What follows belongs to an exercise in optimizing a design on an open flow for small area and a short achievable clock period; a production flow would make more cautious choices. The RTL of this run was laid out without a check of its function. Power figures rest on the tool's default switching activity, not on a simulated workload.

## design/flow/config.mk

```make
export PLATFORM = sky130hd
export DESIGN_NAME = fir_gen
export DESIGN_NICKNAME = fir_gen
export VERILOG_FILES = /design/flow/design.v
export SDC_FILE = /design/flow/constraint.sdc
export NUM_CORES = 4
export LEC_CHECK = 0
export CAP_MARGIN = 20
export CORE_MARGIN = 2
export CORE_UTILIZATION = 50
export SETUP_SLACK_MARGIN = 2.5
export SLEW_MARGIN = 20
export SYNTH_HIERARCHICAL = 1
export SYNTH_MINIMUM_KEEP_SIZE = 0
```

## design/flow/constraint.sdc

```tcl
create_clock -name core_clock -period 5.5 [get_ports {clk}]
set_input_delay 1.1000 -clock core_clock [delete_from_list [all_inputs] [get_ports {clk}]]
set_output_delay 1.1000 -clock core_clock [all_outputs]
set_load 0.01 [all_outputs]
```

## design/flow/standard.sh

```bash
#!/bin/bash
# synth_recipe.tcl (not shown) runs the flow's synth.tcl, then flattens the netlist and writes it again
# the make line also repeats each setting of config.mk as NAME=value (left out here)
make -C /OpenROAD-flow-scripts/flow DESIGN_CONFIG=/design/flow/config.mk WORK_HOME=/design/flow/orfs CLKGATE_MAP_FILE= SYNTH_SCRIPT=/design/flow/synth_recipe.tcl "${@:-finish}"
```

## design/flow/design.v

```verilog
module fir_gen (input clk, input reset, input Load_x,
    input signed [7:0] x_in, input signed [7:0] c_in, output signed [7:0] y_out);
reg [7:0] c0, c1, c2;
reg [3:0] xo, xt, xn;
reg [15:0] a2r0;
reg [15:0] a2r1;
reg [15:0] a2r2;
reg [16:0] a1r0;
reg [16:0] a1r1;
reg [2:0] yq;
reg [7:0] yg;
reg [7:0] yp;
wire [8:0] xe = {x_in, 1'b0};
wire [3:0] bo, bt, bn;
genvar gi;
generate for (gi = 0; gi < 4; gi = gi + 1) begin : rec
  assign bo[gi] = xe[2*gi+1] ^ xe[2*gi];
  assign bt[gi] = (xe[2*gi+2] & ~xe[2*gi+1] & ~xe[2*gi]) | (~xe[2*gi+2] & xe[2*gi+1] & xe[2*gi]);
  assign bn[gi] = xe[2*gi+2];
end endgenerate
wire [3:0] xon = Load_x ? bo : xo;
wire [3:0] xtn = Load_x ? bt : xt;
wire [3:0] xnn = Load_x ? bn : xn;
wire p1;
wire p2;
wire p3;
wire p4;
wire p5;
wire p6;
wire p7;
wire p8;
wire p9;
wire p10;
wire p11;
wire p12;
wire p13;
wire p14;
wire p15;
wire p16;
wire p17;
wire p18;
wire p19;
wire p20;
wire p21;
wire p22;
wire p23;
wire p24;
wire p25;
wire p26;
wire p27;
wire p28;
wire p29;
wire p30;
wire p31;
wire p32;
wire p33;
wire p34;
wire p35;
wire p36;
wire s37;
wire c38;
wire s39;
wire c40;
wire s41;
wire c42;
wire s43;
wire c44;
wire s45;
wire c46;
wire s47;
wire c48;
wire s49;
wire c50;
wire s51;
wire c52;
wire s53;
wire c54;
wire s55;
wire c56;
wire s57;
wire c58;
wire s59;
wire c60;
wire s61;
wire c62;
wire s63;
wire c64;
wire s65;
wire c66;
wire s67;
wire c68;
wire s69;
wire c70;
wire s71;
wire c72;
wire s73;
wire c74;
wire s75;
wire c76;
wire s77;
wire c78;
wire p79;
wire p80;
wire p81;
wire p82;
wire p83;
wire p84;
wire p85;
wire p86;
wire p87;
wire p88;
wire p89;
wire p90;
wire p91;
wire p92;
wire p93;
wire p94;
wire p95;
wire p96;
wire p97;
wire p98;
wire p99;
wire p100;
wire p101;
wire p102;
wire p103;
wire p104;
wire p105;
wire p106;
wire p107;
wire p108;
wire p109;
wire p110;
wire p111;
wire p112;
wire p113;
wire p114;
wire s115;
wire c116;
wire s117;
wire c118;
wire s119;
wire c120;
wire s121;
wire c122;
wire s123;
wire c124;
wire s125;
wire c126;
wire s127;
wire c128;
wire s129;
wire c130;
wire s131;
wire c132;
wire s133;
wire c134;
wire s135;
wire c136;
wire s137;
wire c138;
wire s139;
wire c140;
wire s141;
wire c142;
wire s143;
wire c144;
wire s145;
wire c146;
wire s147;
wire c148;
wire s149;
wire c150;
wire s151;
wire c152;
wire s153;
wire c154;
wire s155;
wire c156;
wire s157;
wire c158;
wire s159;
wire c160;
wire s161;
wire c162;
wire s163;
wire c164;
wire s165;
wire c166;
wire s167;
wire c168;
wire s169;
wire c170;
wire s171;
wire c172;
wire s173;
wire c174;
wire s175;
wire c176;
wire s177;
wire c178;
wire s179;
wire c180;
wire s181;
wire c182;
wire s183;
wire c184;
wire s185;
wire c186;
wire s187;
wire c188;
wire s189;
wire c190;
wire s191;
wire c192;
wire s193;
wire c194;
wire s195;
wire c196;
wire s197;
wire c198;
wire p199;
wire p200;
wire p201;
wire p202;
wire p203;
wire p204;
wire p205;
wire p206;
wire p207;
wire p208;
wire p209;
wire p210;
wire p211;
wire p212;
wire p213;
wire p214;
wire p215;
wire p216;
wire p217;
wire p218;
wire p219;
wire p220;
wire p221;
wire p222;
wire p223;
wire p224;
wire p225;
wire p226;
wire p227;
wire p228;
wire p229;
wire p230;
wire p231;
wire p232;
wire p233;
wire p234;
wire s235;
wire s236;
wire c237;
wire s238;
wire c239;
wire s240;
wire c241;
wire s242;
wire c243;
wire s244;
wire c245;
wire s246;
wire c247;
wire s248;
wire c249;
wire s250;
wire c251;
wire s252;
wire c253;
wire s254;
wire c255;
wire s256;
wire c257;
wire s258;
wire c259;
wire s260;
wire c261;
wire s262;
wire c263;
wire s264;
wire c265;
wire s266;
wire c267;
wire s268;
wire c269;
wire s270;
wire c271;
wire s272;
wire c273;
wire s274;
wire c275;
wire s276;
wire c277;
wire s278;
wire c279;
wire s280;
wire c281;
wire s282;
wire c283;
wire s284;
wire c285;
wire s286;
wire c287;
wire s288;
wire c289;
wire s290;
wire c291;
wire s292;
wire c293;
wire s294;
wire c295;
wire s296;
wire c297;
wire s298;
wire c299;
wire s300;
wire c301;
wire s302;
wire c303;
wire s304;
wire c305;
wire s306;
wire c307;
wire s308;
wire c309;
wire s310;
wire c311;
wire s312;
wire c313;
wire s314;
wire c315;
wire s316;
wire c317;
wire s318;
wire c319;
wire s320;
wire c321;
wire s322;
wire c323;
wire s324;
wire c325;
wire s326;
wire c327;
wire s328;
wire c329;
wire s330;
wire c331;
wire s332;
wire c333;
wire s334;
wire c335;
wire s336;
wire c337;
wire s338;
wire c339;
wire g340;
wire o341;
wire g342;
wire g343;
wire o344;
wire g345;
wire g346;
wire o347;
wire g348;
wire g349;
wire o350;
wire g351;
wire g352;
wire o353;
wire g354;
wire g355;
wire o356;
wire g357;
wire g358;
wire o359;
wire g360;
wire g361;
wire o362;
wire g363;
wire g364;
wire o365;
wire g366;
wire g367;
wire o368;
wire g369;
wire g370;
wire o371;
wire g372;
wire g373;
wire o374;
wire g375;
wire g376;
wire o377;
wire g378;
wire s379;
wire c380;
wire s381;
wire c382;
wire s383;
wire c384;
wire s385;
wire c386;
wire s387;
wire c388;
wire s389;
wire c390;
wire s391;
wire c392;
wire n393;
wire g394;
wire o395;
wire g396;
wire g397;
wire o398;
wire g399;
wire g400;
wire o401;
wire g402;
wire g403;
wire o404;
wire g405;
wire g406;
wire o407;
wire g408;
wire g409;
wire o410;
wire g411;
wire g412;
wire o413;
wire g414;
wire g415;
wire o416;
wire g417;
wire g418;
wire o419;
wire g420;
wire g421;
wire o422;
wire g423;
wire g424;
wire o425;
wire g426;
wire g427;
wire o428;
wire g429;
wire x430;
wire x431;
wire x432;
wire x433;
wire x434;
wire x435;
wire x436;
wire n437;
wire o438;
wire x439;
wire o440;
wire x441;
wire o442;
wire x443;
wire o444;
wire x445;
wire o446;
wire x447;
wire o448;
wire x449;
wire o450;
wire x451;
wire g452;
wire o453;
wire g454;
wire g455;
wire o456;
wire g457;
wire o458;
wire g459;
wire g460;
wire o461;
wire g462;
wire g463;
wire o464;
wire g465;
wire g466;
wire o467;
wire g468;
wire g469;
wire o470;
wire g471;
wire g472;
wire o473;
wire g474;
wire g475;
wire o476;
wire g477;
wire g478;
wire o479;
wire g480;
wire g481;
wire o482;
wire g483;
wire x484;
wire g485;
wire o486;
wire x487;
wire g488;
wire o489;
wire x490;
wire g491;
wire o492;
wire x493;
wire g494;
wire o495;
wire x496;
wire g497;
wire o498;
wire x499;
wire g500;
wire o501;
wire x502;
wire g503;
wire o504;
wire x505;
assign p1 = (xo[0] & c2[0]) ^ xn[0];
assign p2 = ((xo[0] & c2[1]) | (xt[0] & c2[0])) ^ xn[0];
assign p3 = ((xo[0] & c2[2]) | (xt[0] & c2[1])) ^ xn[0];
assign p4 = ((xo[0] & c2[3]) | (xt[0] & c2[2])) ^ xn[0];
assign p5 = ((xo[0] & c2[4]) | (xt[0] & c2[3])) ^ xn[0];
assign p6 = ((xo[0] & c2[5]) | (xt[0] & c2[4])) ^ xn[0];
assign p7 = ((xo[0] & c2[6]) | (xt[0] & c2[5])) ^ xn[0];
assign p8 = ((xo[0] & c2[7]) | (xt[0] & c2[6])) ^ xn[0];
assign p9 = ~(((xo[0] & c2[7]) | (xt[0] & c2[7])) ^ xn[0]);
assign p10 = (xo[1] & c2[0]) ^ xn[1];
assign p11 = ((xo[1] & c2[1]) | (xt[1] & c2[0])) ^ xn[1];
assign p12 = ((xo[1] & c2[2]) | (xt[1] & c2[1])) ^ xn[1];
assign p13 = ((xo[1] & c2[3]) | (xt[1] & c2[2])) ^ xn[1];
assign p14 = ((xo[1] & c2[4]) | (xt[1] & c2[3])) ^ xn[1];
assign p15 = ((xo[1] & c2[5]) | (xt[1] & c2[4])) ^ xn[1];
assign p16 = ((xo[1] & c2[6]) | (xt[1] & c2[5])) ^ xn[1];
assign p17 = ((xo[1] & c2[7]) | (xt[1] & c2[6])) ^ xn[1];
assign p18 = ~(((xo[1] & c2[7]) | (xt[1] & c2[7])) ^ xn[1]);
assign p19 = (xo[2] & c2[0]) ^ xn[2];
assign p20 = ((xo[2] & c2[1]) | (xt[2] & c2[0])) ^ xn[2];
assign p21 = ((xo[2] & c2[2]) | (xt[2] & c2[1])) ^ xn[2];
assign p22 = ((xo[2] & c2[3]) | (xt[2] & c2[2])) ^ xn[2];
assign p23 = ((xo[2] & c2[4]) | (xt[2] & c2[3])) ^ xn[2];
assign p24 = ((xo[2] & c2[5]) | (xt[2] & c2[4])) ^ xn[2];
assign p25 = ((xo[2] & c2[6]) | (xt[2] & c2[5])) ^ xn[2];
assign p26 = ((xo[2] & c2[7]) | (xt[2] & c2[6])) ^ xn[2];
assign p27 = ~(((xo[2] & c2[7]) | (xt[2] & c2[7])) ^ xn[2]);
assign p28 = (xo[3] & c2[0]) ^ xn[3];
assign p29 = ((xo[3] & c2[1]) | (xt[3] & c2[0])) ^ xn[3];
assign p30 = ((xo[3] & c2[2]) | (xt[3] & c2[1])) ^ xn[3];
assign p31 = ((xo[3] & c2[3]) | (xt[3] & c2[2])) ^ xn[3];
assign p32 = ((xo[3] & c2[4]) | (xt[3] & c2[3])) ^ xn[3];
assign p33 = ((xo[3] & c2[5]) | (xt[3] & c2[4])) ^ xn[3];
assign p34 = ((xo[3] & c2[6]) | (xt[3] & c2[5])) ^ xn[3];
assign p35 = ((xo[3] & c2[7]) | (xt[3] & c2[6])) ^ xn[3];
assign p36 = ~(((xo[3] & c2[7]) | (xt[3] & c2[7])) ^ xn[3]);
fa_cell us37 (.a(xn[1]), .b(p3), .c(p10), .s(s37), .co(c38));
fa_cell us39 (.a(xn[2]), .b(p5), .c(p12), .s(s39), .co(c40));
fa_cell us41 (.a(p6), .b(p13), .c(p20), .s(s41), .co(c42));
fa_cell us43 (.a(xn[3]), .b(p7), .c(p14), .s(s43), .co(c44));
fa_cell us45 (.a(p8), .b(p15), .c(p22), .s(s45), .co(c46));
fa_cell us47 (.a(p9), .b(p16), .c(p23), .s(s47), .co(c48));
fa_cell us49 (.a(p17), .b(p24), .c(p31), .s(s49), .co(c50));
fa_cell us51 (.a(p18), .b(p25), .c(p32), .s(s51), .co(c52));
fa_cell us53 (.a(p4), .b(p11), .c(c38), .s(s53), .co(c54));
fa_cell us55 (.a(p21), .b(p28), .c(c42), .s(s55), .co(c56));
fa_cell us57 (.a(p29), .b(c44), .c(s45), .s(s57), .co(c58));
fa_cell us59 (.a(p30), .b(c46), .c(s47), .s(s59), .co(c60));
fa_cell us61 (.a(p26), .b(p33), .c(c52), .s(s61), .co(c62));
fa_cell us63 (.a(xn[0]), .b(p1), .c(xnn[0]), .s(s63), .co(c64));
fa_cell us65 (.a(p19), .b(s39), .c(xnn[2]), .s(s65), .co(c66));
fa_cell us67 (.a(s43), .b(xnn[3]), .c(s55), .s(s67), .co(c68));
fa_cell us69 (.a(c48), .b(s49), .c(c60), .s(s69), .co(c70));
fa_cell us71 (.a(p27), .b(p34), .c(c62), .s(s71), .co(c72));
fa_cell us73 (.a(c40), .b(s41), .c(c66), .s(s73), .co(c74));
fa_cell us75 (.a(c56), .b(s57), .c(c68), .s(s75), .co(c76));
fa_cell us77 (.a(c50), .b(s51), .c(c70), .s(s77), .co(c78));
assign p79 = (xo[0] & c1[0]) ^ xn[0];
assign p80 = ((xo[0] & c1[1]) | (xt[0] & c1[0])) ^ xn[0];
assign p81 = ((xo[0] & c1[2]) | (xt[0] & c1[1])) ^ xn[0];
assign p82 = ((xo[0] & c1[3]) | (xt[0] & c1[2])) ^ xn[0];
assign p83 = ((xo[0] & c1[4]) | (xt[0] & c1[3])) ^ xn[0];
assign p84 = ((xo[0] & c1[5]) | (xt[0] & c1[4])) ^ xn[0];
assign p85 = ((xo[0] & c1[6]) | (xt[0] & c1[5])) ^ xn[0];
assign p86 = ((xo[0] & c1[7]) | (xt[0] & c1[6])) ^ xn[0];
assign p87 = ~(((xo[0] & c1[7]) | (xt[0] & c1[7])) ^ xn[0]);
assign p88 = (xo[1] & c1[0]) ^ xn[1];
assign p89 = ((xo[1] & c1[1]) | (xt[1] & c1[0])) ^ xn[1];
assign p90 = ((xo[1] & c1[2]) | (xt[1] & c1[1])) ^ xn[1];
assign p91 = ((xo[1] & c1[3]) | (xt[1] & c1[2])) ^ xn[1];
assign p92 = ((xo[1] & c1[4]) | (xt[1] & c1[3])) ^ xn[1];
assign p93 = ((xo[1] & c1[5]) | (xt[1] & c1[4])) ^ xn[1];
assign p94 = ((xo[1] & c1[6]) | (xt[1] & c1[5])) ^ xn[1];
assign p95 = ((xo[1] & c1[7]) | (xt[1] & c1[6])) ^ xn[1];
assign p96 = ~(((xo[1] & c1[7]) | (xt[1] & c1[7])) ^ xn[1]);
assign p97 = (xo[2] & c1[0]) ^ xn[2];
assign p98 = ((xo[2] & c1[1]) | (xt[2] & c1[0])) ^ xn[2];
assign p99 = ((xo[2] & c1[2]) | (xt[2] & c1[1])) ^ xn[2];
assign p100 = ((xo[2] & c1[3]) | (xt[2] & c1[2])) ^ xn[2];
assign p101 = ((xo[2] & c1[4]) | (xt[2] & c1[3])) ^ xn[2];
assign p102 = ((xo[2] & c1[5]) | (xt[2] & c1[4])) ^ xn[2];
assign p103 = ((xo[2] & c1[6]) | (xt[2] & c1[5])) ^ xn[2];
assign p104 = ((xo[2] & c1[7]) | (xt[2] & c1[6])) ^ xn[2];
assign p105 = ~(((xo[2] & c1[7]) | (xt[2] & c1[7])) ^ xn[2]);
assign p106 = (xo[3] & c1[0]) ^ xn[3];
assign p107 = ((xo[3] & c1[1]) | (xt[3] & c1[0])) ^ xn[3];
assign p108 = ((xo[3] & c1[2]) | (xt[3] & c1[1])) ^ xn[3];
assign p109 = ((xo[3] & c1[3]) | (xt[3] & c1[2])) ^ xn[3];
assign p110 = ((xo[3] & c1[4]) | (xt[3] & c1[3])) ^ xn[3];
assign p111 = ((xo[3] & c1[5]) | (xt[3] & c1[4])) ^ xn[3];
assign p112 = ((xo[3] & c1[6]) | (xt[3] & c1[5])) ^ xn[3];
assign p113 = ((xo[3] & c1[7]) | (xt[3] & c1[6])) ^ xn[3];
assign p114 = ~(((xo[3] & c1[7]) | (xt[3] & c1[7])) ^ xn[3]);
ha_cell us115 (.a(a2r0[6]), .b(a2r1[6]), .s(s115), .co(c116));
ha_cell us117 (.a(a2r0[8]), .b(a2r1[8]), .s(s117), .co(c118));
ha_cell us119 (.a(a2r0[2]), .b(a2r1[2]), .s(s119), .co(c120));
fa_cell us121 (.a(a2r0[4]), .b(a2r1[4]), .c(p83), .s(s121), .co(c122));
ha_cell us123 (.a(a2r0[5]), .b(p84), .s(s123), .co(c124));
fa_cell us125 (.a(s115), .b(p85), .c(p92), .s(s125), .co(c126));
ha_cell us127 (.a(p99), .b(p106), .s(s127), .co(c128));
fa_cell us129 (.a(a2r0[7]), .b(c116), .c(p86), .s(s129), .co(c130));
fa_cell us131 (.a(p93), .b(p100), .c(p107), .s(s131), .co(c132));
fa_cell us133 (.a(a2r2[8]), .b(s117), .c(p87), .s(s133), .co(c134));
fa_cell us135 (.a(p94), .b(p101), .c(p108), .s(s135), .co(c136));
fa_cell us137 (.a(a2r0[9]), .b(c118), .c(p95), .s(s137), .co(c138));
ha_cell us139 (.a(p102), .b(p109), .s(s139), .co(c140));
fa_cell us141 (.a(a2r0[10]), .b(p96), .c(p103), .s(s141), .co(c142));
ha_cell us143 (.a(a2r0[11]), .b(a2r1[11]), .s(s143), .co(c144));
ha_cell us145 (.a(s119), .b(p81), .s(s145), .co(c146));
fa_cell us147 (.a(a2r0[3]), .b(c120), .c(p82), .s(s147), .co(c148));
fa_cell us149 (.a(p90), .b(p97), .c(s121), .s(s149), .co(c150));
fa_cell us151 (.a(p91), .b(p98), .c(s123), .s(s151), .co(c152));
fa_cell us153 (.a(c124), .b(s127), .c(s125), .s(s153), .co(c154));
fa_cell us155 (.a(c128), .b(c126), .c(s129), .s(s155), .co(c156));
fa_cell us157 (.a(c130), .b(c132), .c(s133), .s(s157), .co(c158));
fa_cell us159 (.a(s139), .b(c134), .c(c136), .s(s159), .co(c160));
fa_cell us161 (.a(p110), .b(c140), .c(c138), .s(s161), .co(c162));
fa_cell us163 (.a(s143), .b(p104), .c(p111), .s(s163), .co(c164));
fa_cell us165 (.a(a2r0[12]), .b(c144), .c(p105), .s(s165), .co(c166));
ha_cell us167 (.a(a2r0[13]), .b(a2r1[13]), .s(s167), .co(c168));
ha_cell us169 (.a(a2r0[0]), .b(p79), .s(s169), .co(c170));
fa_cell us171 (.a(a2r0[1]), .b(a2r1[1]), .c(p80), .s(s171), .co(c172));
fa_cell us173 (.a(p88), .b(s145), .c(xnn[1]), .s(s173), .co(c174));
fa_cell us175 (.a(p89), .b(c146), .c(s147), .s(s175), .co(c176));
fa_cell us177 (.a(c148), .b(xnn[2]), .c(s149), .s(s177), .co(c178));
fa_cell us179 (.a(c122), .b(s151), .c(c150), .s(s179), .co(c180));
fa_cell us181 (.a(xnn[3]), .b(c152), .c(s153), .s(s181), .co(c182));
fa_cell us183 (.a(s131), .b(c154), .c(s155), .s(s183), .co(c184));
fa_cell us185 (.a(s135), .b(c156), .c(s157), .s(s185), .co(c186));
fa_cell us187 (.a(s137), .b(c158), .c(s159), .s(s187), .co(c188));
fa_cell us189 (.a(s141), .b(c160), .c(s161), .s(s189), .co(c190));
fa_cell us191 (.a(c142), .b(s163), .c(c162), .s(s191), .co(c192));
fa_cell us193 (.a(p112), .b(c164), .c(s165), .s(s193), .co(c194));
fa_cell us195 (.a(s167), .b(p113), .c(c166), .s(s195), .co(c196));
fa_cell us197 (.a(a2r0[14]), .b(c168), .c(p114), .s(s197), .co(c198));
assign p199 = (xo[0] & c0[0]) ^ xn[0];
assign p200 = ((xo[0] & c0[1]) | (xt[0] & c0[0])) ^ xn[0];
assign p201 = ((xo[0] & c0[2]) | (xt[0] & c0[1])) ^ xn[0];
assign p202 = ((xo[0] & c0[3]) | (xt[0] & c0[2])) ^ xn[0];
assign p203 = ((xo[0] & c0[4]) | (xt[0] & c0[3])) ^ xn[0];
assign p204 = ((xo[0] & c0[5]) | (xt[0] & c0[4])) ^ xn[0];
assign p205 = ((xo[0] & c0[6]) | (xt[0] & c0[5])) ^ xn[0];
assign p206 = ((xo[0] & c0[7]) | (xt[0] & c0[6])) ^ xn[0];
assign p207 = ~(((xo[0] & c0[7]) | (xt[0] & c0[7])) ^ xn[0]);
assign p208 = (xo[1] & c0[0]) ^ xn[1];
assign p209 = ((xo[1] & c0[1]) | (xt[1] & c0[0])) ^ xn[1];
assign p210 = ((xo[1] & c0[2]) | (xt[1] & c0[1])) ^ xn[1];
assign p211 = ((xo[1] & c0[3]) | (xt[1] & c0[2])) ^ xn[1];
assign p212 = ((xo[1] & c0[4]) | (xt[1] & c0[3])) ^ xn[1];
assign p213 = ((xo[1] & c0[5]) | (xt[1] & c0[4])) ^ xn[1];
assign p214 = ((xo[1] & c0[6]) | (xt[1] & c0[5])) ^ xn[1];
assign p215 = ((xo[1] & c0[7]) | (xt[1] & c0[6])) ^ xn[1];
assign p216 = ~(((xo[1] & c0[7]) | (xt[1] & c0[7])) ^ xn[1]);
assign p217 = (xo[2] & c0[0]) ^ xn[2];
assign p218 = ((xo[2] & c0[1]) | (xt[2] & c0[0])) ^ xn[2];
assign p219 = ((xo[2] & c0[2]) | (xt[2] & c0[1])) ^ xn[2];
assign p220 = ((xo[2] & c0[3]) | (xt[2] & c0[2])) ^ xn[2];
assign p221 = ((xo[2] & c0[4]) | (xt[2] & c0[3])) ^ xn[2];
assign p222 = ((xo[2] & c0[5]) | (xt[2] & c0[4])) ^ xn[2];
assign p223 = ((xo[2] & c0[6]) | (xt[2] & c0[5])) ^ xn[2];
assign p224 = ((xo[2] & c0[7]) | (xt[2] & c0[6])) ^ xn[2];
assign p225 = ~(((xo[2] & c0[7]) | (xt[2] & c0[7])) ^ xn[2]);
assign p226 = (xo[3] & c0[0]) ^ xn[3];
assign p227 = ((xo[3] & c0[1]) | (xt[3] & c0[0])) ^ xn[3];
assign p228 = ((xo[3] & c0[2]) | (xt[3] & c0[1])) ^ xn[3];
assign p229 = ((xo[3] & c0[3]) | (xt[3] & c0[2])) ^ xn[3];
assign p230 = ((xo[3] & c0[4]) | (xt[3] & c0[3])) ^ xn[3];
assign p231 = ((xo[3] & c0[5]) | (xt[3] & c0[4])) ^ xn[3];
assign p232 = ((xo[3] & c0[6]) | (xt[3] & c0[5])) ^ xn[3];
assign p233 = ((xo[3] & c0[7]) | (xt[3] & c0[6])) ^ xn[3];
assign p234 = ~(((xo[3] & c0[7]) | (xt[3] & c0[7])) ^ xn[3]);
assign s235 = ~a1r0[8];
ha_cell us236 (.a(a1r0[4]), .b(a1r1[4]), .s(s236), .co(c237));
fa_cell us238 (.a(a1r0[5]), .b(a1r1[5]), .c(p204), .s(s238), .co(c239));
fa_cell us240 (.a(a1r0[6]), .b(a1r1[6]), .c(p205), .s(s240), .co(c241));
ha_cell us242 (.a(p212), .b(p219), .s(s242), .co(c243));
fa_cell us244 (.a(a1r0[7]), .b(a1r1[7]), .c(p206), .s(s244), .co(c245));
fa_cell us246 (.a(p213), .b(p220), .c(p227), .s(s246), .co(c247));
fa_cell us248 (.a(a1r1[8]), .b(s235), .c(p207), .s(s248), .co(c249));
fa_cell us250 (.a(p214), .b(p221), .c(p228), .s(s250), .co(c251));
fa_cell us252 (.a(a1r0[9]), .b(a1r1[9]), .c(a1r0[8]), .s(s252), .co(c253));
fa_cell us254 (.a(p215), .b(p222), .c(p229), .s(s254), .co(c255));
fa_cell us256 (.a(a1r0[10]), .b(a1r1[10]), .c(p216), .s(s256), .co(c257));
ha_cell us258 (.a(p223), .b(p230), .s(s258), .co(c259));
fa_cell us260 (.a(a1r0[11]), .b(a1r1[11]), .c(p224), .s(s260), .co(c261));
ha_cell us262 (.a(a1r0[12]), .b(a1r1[12]), .s(s262), .co(c263));
ha_cell us264 (.a(a1r0[2]), .b(a1r1[2]), .s(s264), .co(c265));
fa_cell us266 (.a(a1r0[3]), .b(a1r1[3]), .c(p202), .s(s266), .co(c267));
fa_cell us268 (.a(s236), .b(p203), .c(p210), .s(s268), .co(c269));
fa_cell us270 (.a(c237), .b(p211), .c(p218), .s(s270), .co(c271));
fa_cell us272 (.a(p226), .b(s242), .c(c239), .s(s272), .co(c273));
fa_cell us274 (.a(c243), .b(c241), .c(s244), .s(s274), .co(c275));
fa_cell us276 (.a(c245), .b(c247), .c(s248), .s(s276), .co(c277));
fa_cell us278 (.a(s252), .b(c249), .c(c251), .s(s278), .co(c279));
fa_cell us280 (.a(c253), .b(s258), .c(c255), .s(s280), .co(c281));
fa_cell us282 (.a(p231), .b(c259), .c(c257), .s(s282), .co(c283));
fa_cell us284 (.a(s262), .b(p225), .c(p232), .s(s284), .co(c285));
fa_cell us286 (.a(a1r0[13]), .b(a1r1[13]), .c(c263), .s(s286), .co(c287));
ha_cell us288 (.a(a1r0[14]), .b(a1r1[14]), .s(s288), .co(c289));
ha_cell us290 (.a(a1r0[0]), .b(a1r1[0]), .s(s290), .co(c291));
fa_cell us292 (.a(a1r0[1]), .b(a1r1[1]), .c(p200), .s(s292), .co(c293));
fa_cell us294 (.a(s264), .b(p201), .c(p208), .s(s294), .co(c295));
fa_cell us296 (.a(c265), .b(p209), .c(s266), .s(s296), .co(c297));
fa_cell us298 (.a(p217), .b(c267), .c(s268), .s(s298), .co(c299));
fa_cell us300 (.a(c269), .b(s238), .c(s270), .s(s300), .co(c301));
fa_cell us302 (.a(c271), .b(s240), .c(s272), .s(s302), .co(c303));
fa_cell us304 (.a(s246), .b(c273), .c(s274), .s(s304), .co(c305));
fa_cell us306 (.a(s250), .b(c275), .c(s276), .s(s306), .co(c307));
fa_cell us308 (.a(s254), .b(c277), .c(s278), .s(s308), .co(c309));
fa_cell us310 (.a(s256), .b(c279), .c(s280), .s(s310), .co(c311));
fa_cell us312 (.a(s260), .b(c281), .c(s282), .s(s312), .co(c313));
fa_cell us314 (.a(c261), .b(s284), .c(c283), .s(s314), .co(c315));
fa_cell us316 (.a(p233), .b(s286), .c(c285), .s(s316), .co(c317));
fa_cell us318 (.a(s288), .b(p234), .c(c287), .s(s318), .co(c319));
ha_cell us320 (.a(a1r0[15]), .b(c289), .s(s320), .co(c321));
ha_cell us322 (.a(p199), .b(s290), .s(s322), .co(c323));
ha_cell us324 (.a(c291), .b(s292), .s(s324), .co(c325));
ha_cell us326 (.a(c293), .b(s294), .s(s326), .co(c327));
ha_cell us328 (.a(c295), .b(s296), .s(s328), .co(c329));
ha_cell us330 (.a(c297), .b(s298), .s(s330), .co(c331));
ha_cell us332 (.a(c299), .b(s300), .s(s332), .co(c333));
ha_cell us334 (.a(c301), .b(s302), .s(s334), .co(c335));
ha_cell us336 (.a(c303), .b(s304), .s(s336), .co(c337));
ha_cell us338 (.a(c305), .b(s306), .s(s338), .co(c339));
assign g340 = s324 & c323;
assign o341 = c325 | g340;
assign g342 = s324 & s322;
assign g343 = s328 & c327;
assign o344 = c329 | g343;
assign g345 = s328 & s326;
assign g346 = s332 & c331;
assign o347 = c333 | g346;
assign g348 = s332 & s330;
assign g349 = s336 & c335;
assign o350 = c337 | g349;
assign g351 = s336 & s334;
assign g352 = s326 & o341;
assign o353 = c327 | g352;
assign g354 = s326 & g342;
assign g355 = g345 & o341;
assign o356 = o344 | g355;
assign g357 = g345 & g342;
assign g358 = s334 & o347;
assign o359 = c335 | g358;
assign g360 = s334 & g348;
assign g361 = g351 & o347;
assign o362 = o350 | g361;
assign g363 = g351 & g348;
assign g364 = s330 & o356;
assign o365 = c331 | g364;
assign g366 = s330 & g357;
assign g367 = g348 & o356;
assign o368 = o347 | g367;
assign g369 = g348 & g357;
assign g370 = g360 & o356;
assign o371 = o359 | g370;
assign g372 = g360 & g357;
assign g373 = g363 & o356;
assign o374 = o362 | g373;
assign g375 = g363 & g357;
assign g376 = s338 & o374;
assign o377 = c339 | g376;
assign g378 = s338 & g375;
ha_cell us379 (.a(c307), .b(s308), .s(s379), .co(c380));
ha_cell us381 (.a(c309), .b(s310), .s(s381), .co(c382));
ha_cell us383 (.a(c311), .b(s312), .s(s383), .co(c384));
ha_cell us385 (.a(c313), .b(s314), .s(s385), .co(c386));
ha_cell us387 (.a(c315), .b(s316), .s(s387), .co(c388));
ha_cell us389 (.a(c317), .b(s318), .s(s389), .co(c390));
ha_cell us391 (.a(c319), .b(s320), .s(s391), .co(c392));
assign n393 = ~c321;
assign g394 = s381 & c380;
assign o395 = c382 | g394;
assign g396 = s381 & s379;
assign g397 = s385 & c384;
assign o398 = c386 | g397;
assign g399 = s385 & s383;
assign g400 = s389 & c388;
assign o401 = c390 | g400;
assign g402 = s389 & s387;
assign g403 = n393 & c392;
assign o404 = c321 | g403;
assign g405 = n393 & s391;
assign g406 = s383 & o395;
assign o407 = c384 | g406;
assign g408 = s383 & g396;
assign g409 = g399 & o395;
assign o410 = o398 | g409;
assign g411 = g399 & g396;
assign g412 = s391 & o401;
assign o413 = c392 | g412;
assign g414 = s391 & g402;
assign g415 = g405 & o401;
assign o416 = o404 | g415;
assign g417 = g405 & g402;
assign g418 = s387 & o410;
assign o419 = c388 | g418;
assign g420 = s387 & g411;
assign g421 = g402 & o410;
assign o422 = o401 | g421;
assign g423 = g402 & g411;
assign g424 = g414 & o410;
assign o425 = o413 | g424;
assign g426 = g414 & g411;
assign g427 = g417 & o410;
assign o428 = o416 | g427;
assign g429 = g417 & g411;
assign x430 = s381 ^ c380;
assign x431 = s383 ^ o395;
assign x432 = s385 ^ o407;
assign x433 = s387 ^ o410;
assign x434 = s389 ^ o419;
assign x435 = s391 ^ o422;
assign x436 = n393 ^ o425;
assign n437 = ~s379;
assign o438 = c380 | s379;
assign x439 = s381 ^ o438;
assign o440 = o395 | g396;
assign x441 = s383 ^ o440;
assign o442 = o407 | g408;
assign x443 = s385 ^ o442;
assign o444 = o410 | g411;
assign x445 = s387 ^ o444;
assign o446 = o419 | g420;
assign x447 = s389 ^ o446;
assign o448 = o422 | g423;
assign x449 = s391 ^ o448;
assign o450 = o425 | g426;
assign x451 = n393 ^ o450;
assign g452 = s338 & c337;
assign o453 = c339 | g452;
assign g454 = s338 & s336;
assign g455 = yq[2] & yq[0];
assign o456 = yq[1] | g455;
assign g457 = yp[1] & yg[0];
assign o458 = yg[1] | g457;
assign g459 = yp[1] & yp[0];
assign g460 = yp[3] & yg[2];
assign o461 = yg[3] | g460;
assign g462 = yp[3] & yp[2];
assign g463 = yp[5] & yg[4];
assign o464 = yg[5] | g463;
assign g465 = yp[5] & yp[4];
assign g466 = yp[2] & o458;
assign o467 = yg[2] | g466;
assign g468 = yp[2] & g459;
assign g469 = g462 & o458;
assign o470 = o461 | g469;
assign g471 = g462 & g459;
assign g472 = yp[6] & o464;
assign o473 = yg[6] | g472;
assign g474 = yp[6] & g465;
assign g475 = yp[4] & o470;
assign o476 = yg[4] | g475;
assign g477 = yp[4] & g471;
assign g478 = g465 & o470;
assign o479 = o464 | g478;
assign g480 = g465 & g471;
assign g481 = g474 & o470;
assign o482 = o473 | g481;
assign g483 = g474 & g471;
assign x484 = yp[0] ^ o456;
assign g485 = yp[0] & o456;
assign o486 = yg[0] | g485;
assign x487 = yp[1] ^ o486;
assign g488 = g459 & o456;
assign o489 = o458 | g488;
assign x490 = yp[2] ^ o489;
assign g491 = g468 & o456;
assign o492 = o467 | g491;
assign x493 = yp[3] ^ o492;
assign g494 = g471 & o456;
assign o495 = o470 | g494;
assign x496 = yp[4] ^ o495;
assign g497 = g477 & o456;
assign o498 = o476 | g497;
assign x499 = yp[5] ^ o498;
assign g500 = g480 & o456;
assign o501 = o479 | g500;
assign x502 = yp[6] ^ o501;
assign g503 = g483 & o456;
assign o504 = o482 | g503;
assign x505 = yp[7] ^ o504;
always @(posedge clk or posedge reset)
  if (reset) begin
    xo <= 4'd0; xt <= 4'd0; xn <= 4'd0; c0 <= 8'd0; c1 <= 8'd0; c2 <= 8'd0;
    a2r0 <= 16'd21760; a2r1 <= 16'd0; a2r2 <= 16'd0; a1r0 <= 17'd43520; a1r1 <= 17'd0; yq <= 3'd0; yg <= 8'd0; yp <= 8'd0;
  end else begin
    xo <= xon; xt <= xtn; xn <= xnn;
    if (!Load_x) begin c2 <= c_in; c1 <= c2; c0 <= c1; end
    a2r0 <= {1'b0,p36,p35,s71,c78,s77,s69,c76,s75,c74,s73,c54,s53,s37,p2,s63};
    a2r1 <= {1'b0,1'b0,c72,1'b0,s61,1'b0,1'b0,c58,1'b0,s67,1'b0,s65,1'b0,xnn[1],c64,1'b0};
    a2r2 <= {1'b0,1'b0,1'b0,1'b0,1'b0,1'b0,1'b0,s59,1'b0,1'b0,1'b0,1'b0,1'b0,1'b0,1'b0,1'b0};
    a1r0 <= {1'b0,c198,c196,c194,c192,c190,c188,c186,c184,c182,c180,c178,c176,c174,c172,c170,xnn[0]};
    a1r1 <= {1'b0,1'b0,s197,s195,s193,s191,s189,s187,s185,s183,s181,s179,s177,s175,s173,s171,s169};
    yq <= {g454,o453,o371};
    yg <= {1'b0,c392,c390,c388,c386,c384,c382,c380};
    yp <= {n393,s391,s389,s387,s385,s383,s381,s379};
  end
assign y_out = {x505,x502,x499,x496,x493,x490,x487,x484};
endmodule
module fa_cell (input a, input b, input c, output s, output co);
assign {co, s} = a + b + c;
endmodule
module ha_cell (input a, input b, output s, output co);
assign {co, s} = a + b;
endmodule
```

## design/flow/flow/run.sh

```bash
#!/bin/bash
# Own layout flow: the standard flow (standard.sh), with two changes after synthesis:
#  - the input and output port buffers are buf_1 cells (buffer_ports -buffer_cell)
#  - clock tree synthesis without dummy loads
# Each step's full output goes to its own log file in this folder.
set -euo pipefail
bash standard.sh synth > synth.log 2>&1
export BUFFER_PORTS_ARGS="-buffer_cell sky130_fd_sc_hd__buf_1"
export CTS_ARGS="-sink_clustering_enable -repair_clock_nets -dont_use_dummy_load"
bash standard.sh floorplan > floorplan.log 2>&1
bash standard.sh place > place.log 2>&1
bash standard.sh cts > cts.log 2>&1
bash standard.sh route > route.log 2>&1
bash standard.sh finish > finish.log 2>&1
test -f out/final.def
```

==> run summary <==
-- flip-flops by register name, indices dropped and copies added (netlist names) --
signal	count
c2	8
a1r0	15
c0	8
yp	8
yq	3
a2r1	6
xt	4
c1	8
a2r0	15
xn	4
a1r1	15
a2r2	1
xo	4
yg	7
-- layout make-up --
type / count / area (um^2) / share of cell area
clock buffers: 9 / 225 / 0.0276
repair buffers: 48 / 302 / 0.0369
multi-input cells: 434 / 4690 / 0.574
well taps: 188 / 235 / 0.0288
inverters: 7 / 30.0 / 0.00367
flip-flops and latches: 106 / 2690 / 0.329
-- synthesized netlist by cell type (5+ instances only) --
library cell	n	share of area
sky130_fd_sc_hd__a22oi_1	84	0.083
sky130_fd_sc_hd__nand2_1	17	0.0084
sky130_fd_sc_hd__buf_1	6	0.0030
sky130_fd_sc_hd__buf_4	8	0.0079
sky130_fd_sc_hd__xor2_1	10	0.012
sky130_fd_sc_hd__clkbuf_1	41	0.020
sky130_fd_sc_hd__xnor2_1	105	0.12
sky130_fd_sc_hd__nor3_1	5	0.0033
sky130_fd_sc_hd__o21ai_0	14	0.0092
sky130_fd_sc_hd__dfstp_2	8	0.028
sky130_fd_sc_hd__nor2_1	11	0.0054
sky130_fd_sc_hd__fa_1	88	0.23
sky130_fd_sc_hd__buf_2	13	0.0085
sky130_fd_sc_hd__dfrtp_1	98	0.32
sky130_fd_sc_hd__a21oi_1	11	0.0072
sky130_fd_sc_hd__inv_1	7	0.0035
sky130_fd_sc_hd__mux2_2	29	0.043
sky130_fd_sc_hd__ha_1	35	0.058
-- per-stage QoR --
stage               instances  hold WS, ps
floorplan                 617          456
global placement          771          475
detailed placement        771          468
CTS                       783          493
global route              792          513
finish                    792          493
-- worst max-delay path by stage --
stage / startpoint / end / depth (start not counted)
2_1_floorplan: Load_x / a2r0[7] / 5
3_3_place_gp: xt[2] / yq[2] / 7
3_5_place_dp: xo[0] / yq[1] / 7
4_1_cts: yq[2] / y_out[7] / 5
5_1_grt: yq[0] / y_out[7] / 5
6_report: yp[3] / y_out[7] / 6
-- per-module statistics from Yosys (local to each module, per instance) --
module | flops+latches | cells | copies in the design
ha_cell | 0 | 1 | 34
fa_cell | 0 | 1 | 88
fir_gen | 106 | 495 | 1
-- layer usage --
layer  up-vias  track usage  wire [um]
li1       2064            -          -
met1      2520        0.298       7220
met2       127        0.360       8540
met3        20       0.0251        738
met4         2       0.0763        278
met5         -       0.0186         23
-- logic make-up (layout without fill, tap and decap cells) --
family / after synthesis / after routing / share of synthesized area
buffers and inverters: 77 / 64 / 0.0444
adder cells (fa/ha/maj): 123 / 123 / 0.289
AO/OA/AOI/OAI: 123 / 123 / 0.115
XOR/XNOR: 115 / 115 / 0.132
AND/OR/NAND/NOR: 44 / 44 / 0.0273
multiplexers: 29 / 29 / 0.0429
flip-flops: 106 / 106 / 0.350
-- power groups by stage --
| stage | clock [W] | combinational, W | sequential, W |
|---|---|---|---|
| 2_1_floorplan | 0 | 0.00247 | 0.00130 |
| 3_3_place_gp | 0 | 0.00290 | 0.00146 |
| 3_5_place_dp | 0 | 0.00304 | 0.00147 |
| 4_1_cts | 0.000566 | 0.00308 | 0.00145 |
| 5_1_grt | 0.000592 | 0.00360 | 0.00148 |
| 6_report | 0.000545 | 0.00306 | 0.00145 |
-- worst max-delay path, delay by kind of cell (launching register included) --
| family | cells | cell delay, ps |
|---|---|---|
| flops | 1 | 390 |
| simple gates | 3 | 690 |
| compound gates | 1 | 100 |
| buf+inv | 2 | 330 |
-- repair_timing --
action,in CTS,in global routing
pin swaps,2,4
setup buffers,3,9
endpoints found under the setup margin,18,6
hold buffers,0,0
gates resized for setup,17,16
-- cells in the final DEF (no fill, tap or decap), types with 2 or more instances in the layout --
cell type / synthesis / routed
sky130_fd_sc_hd__a22oi_2: 0 / 2
sky130_fd_sc_hd__nand2_1: 17 / 17
sky130_fd_sc_hd__dfrtp_2: 0 / 3
sky130_fd_sc_hd__nor2_1: 11 / 11
sky130_fd_sc_hd__dfrtp_1: 98 / 89
sky130_fd_sc_hd__a31oi_1: 2 / 2
sky130_fd_sc_hd__clkbuf_2: 2 / 2
sky130_fd_sc_hd__xor2_1: 10 / 10
sky130_fd_sc_hd__nor3_1: 5 / 4
sky130_fd_sc_hd__a311oi_1: 2 / 2
sky130_fd_sc_hd__buf_4: 8 / 15
sky130_fd_sc_hd__buf_1: 6 / 23
sky130_fd_sc_hd__fa_1: 88 / 88
sky130_fd_sc_hd__xnor2_1: 105 / 104
sky130_fd_sc_hd__a21o_1: 4 / 4
sky130_fd_sc_hd__buf_6: 0 / 6
sky130_fd_sc_hd__dfstp_2: 8 / 8
sky130_fd_sc_hd__clkbuf_16: 0 / 9
sky130_fd_sc_hd__nand3b_1: 2 / 2
sky130_fd_sc_hd__a21oi_1: 11 / 10
sky130_fd_sc_hd__ha_1: 35 / 35
sky130_fd_sc_hd__o21ai_0: 14 / 13
sky130_fd_sc_hd__mux2_2: 29 / 29
sky130_fd_sc_hd__dfrtp_4: 0 / 6
sky130_fd_sc_hd__or3b_2: 2 / 2
sky130_fd_sc_hd__a22oi_1: 84 / 82
sky130_fd_sc_hd__inv_1: 7 / 6
==> reports/summary.json <==
{
  "cp_slowest_cell": {"value": "sky130_fd_sc_hd__or4_4"},
  "route.detailed.drc": {"value": 0},
  "max_cap_viol_count": {"value": 0},
  "grt_start_max_net_pins": {"value": 57},
  "numPortBuffers": {"value": 26},
  "rsz0062_at_grt": {"value": "true"},
  "drt-initial-drc-count": {"value": 258},
  "power_leakage": {"value": 3.28, "unit": "nW"},
  "worstPathCellList": {"value": "buf_4 > nand3_4 > nor3_4 > or4_4 > o311ai_2 > buf_2"},
  "synthesis.area": {"value": 7610, "unit": "um^2"},
  "synth.distinct_cells": {"value": 36},
  "power-per-cell-area": {"value": 619, "unit": "nW/um^2"},
  "r2r-start": {"value": "xt[0]"},
  "fp.dieW": {"value": 127, "unit": "um"},
  "cellInternalPower": {"value": 0.00298, "unit": "W"},
  "post-layout-total-power": {"value": 0.00506, "unit": "W"},
  "die_y": {"value": 127, "unit": "um"},
  "finalWorstPathRequiredPeriod": {"value": 2950, "unit": "ps"},
  "wl_per_cell": {"value": 21.2, "unit": "um"},
  "layout_worst_path_cycle_share": {"value": 0.536},
  "endpoints_failing_hold": {"value": 0},
  "grt_pass1_vias": {"value": 5045},
  "global_route_wire_length_before_repair": {"value": 26900, "unit": "um"},
  "final.setup.tns": {"value": 0, "unit": "ps"},
  "tritoncts": {"value": "built"},
  "layout_cells_sized_above_1": {"value": 0.156},
  "max_stage_delay": {"value": 520, "unit": "ps"},
  "netlist_instances": {"value": 617},
  "gp_routability_congestion": {"value": 0.847},
  "power.share.sequential": {"value": 0.287},
  "net_count_after_synthesis": {"value": 759},
  "worst-path-max-fanout": {"value": 5},
  "clk_path_buf_depth": {"value": 2},
  "critical_path.startpoint_type": {"value": "flip-flop"},
  "core.rowCount": {"value": 45},
  "area_of_the_core": {"value": 15000, "unit": "um^2"},
  "p_sw": {"value": 0.00208, "unit": "W"},
  "dp_worst_setup_slack": {"value": 2090, "unit": "ps"},
  "number_of_synthesized_flops_with_an_enable_pin": {"value": 0},
  "timing.final.setup_violations": {"value": 0},
  "clock_sink_count": {"value": 106},
  "count_of_cells_along_the_worst_hold_path": {"value": 1},
  "area_growth_syn_to_layout": {"value": 7.31, "unit": "%"},
  "floorplan.initialDensity": {"value": 0.507},
  "synth_seq_area_share": {"value": 0.350},
  "ys_ff_latch": {"value": 106},
  "hold-path-endpoint": {"value": "a1r1[0]"},
  "timing.fmax": {"value": 339, "unit": "MHz"},
  "tightestPinTransition": {"value": 731, "unit": "ps"},
  "diodes": {"value": 0},
  "power_switching_share": {"value": 0.411},
  "cts.reportedPaths.clkPinSlew": {"value": 70, "unit": "ps"},
  "outcome": {"value": "complete, no violations"},
  "grt_remaining_overflow": {"value": 0},
  "grt_antenna_before_repair": {"value": 0},
  "timing.critical_path.to_type": {"value": "output port"},
  "syn_avg_cell_area": {"value": 12.3, "unit": "um^2"},
  "cts_buffers": {"value": 9},
  "setup.reg_to_reg.worst_slack": {"value": 2590, "unit": "ps"},
  "num-nets-final": {"value": 748},
  "worst_hold_start": {"value": "a2r0[0]"},
  "die-area": {"value": 16200, "unit": "um^2"},
  "drt-total-wl": {"value": 16800, "unit": "um"},
  "postSynth.topFlopCell": {"value": "sky130_fd_sc_hd__dfrtp_1"},
  "cts_max_level": {"value": 3},
  "vias": {"value": 4733},
  "cts-root-buf": {"value": "sky130_fd_sc_hd__clkbuf_16"},
  "share_clk_of_total_power": {"value": 0.108},
  "detail-route-antenna-nets": {"value": 0},
  "share_of_power_burned_in_combinational_logic": {"value": 0.606},
  "worst_r2r_endpoint": {"value": "a2r0[10]"},
  "slew_headroom": {"value": 0.513},
  "worst_ir_drop_vdd": {"value": 209, "unit": "uV"},
  "worst_clock_skew": {"value": 21.5, "unit": "ps"},
  "synth_warnings": {"value": 7},
  "worst_slack": {"value": 2550, "unit": "ps"},
  "timing.final.max_slew_violations": {"value": 0},
  "final_cell_utilization_of_the_core": {"value": 0.544},
  "arrival": {"value": 1850, "unit": "ps"},
  "design.portCount": {"value": 27},
  "path_class": {"value": "reg -> out"},
  "postLayoutCellArea": {"value": 8170, "unit": "um^2"},
  "reg2reg_depth": {"value": 7},
  "grt_use_total": {"value": 0.217},
  "timing.hold.worst.class": {"value": "reg -> reg"},
  "fill_cells": {"value": 1260},
  "insertion_delay": {"value": 360, "unit": "ps"},
  "detailed_place_hpwl": {"value": 11100, "unit": "um"},
  "critPathRequiredTime": {"value": 4400, "unit": "ps"},
  "place_area": {"value": 7720, "unit": "um^2"},
  "drt-vias-per-instance": {"value": 5.98},
  "drt_pre_antenna_iters": {"value": 5},
  "synth-async-reset-ratio": {"value": 1.00}
}

## static timing again, ports no longer ideal
How much do the figures lean on ideal ports? The routed layout below was timed once more, with nothing changed but the port constraints. Step 1 sets driving cells, clkbuf_16 on the clock port and buf_2 on the other inputs (assumed; they add their load-dependent delay and slew). Step 2, shift: input delay + t, output delay - t, t = (earliest + latest rising clock arrival at the registers) / 2. This alone moves slack from input paths to output paths. a / b / c = no drivers / after step 1 / after step 2; a / b = the first two.
shift t [ns]: 0.393
setup WS [ns]: 2.554 / 2.507 / 2.431
hold WS [ns]: 0.493 / 0.493 / 0.493
clock arrival spread, ns: 0.022 / 0.022
worst slew at a driven data input, ns: 0.03
After both steps this run still meets setup and hold. The setup slack of this run moves by -0.047 ns with the drivers and by -0.123 ns with both steps.
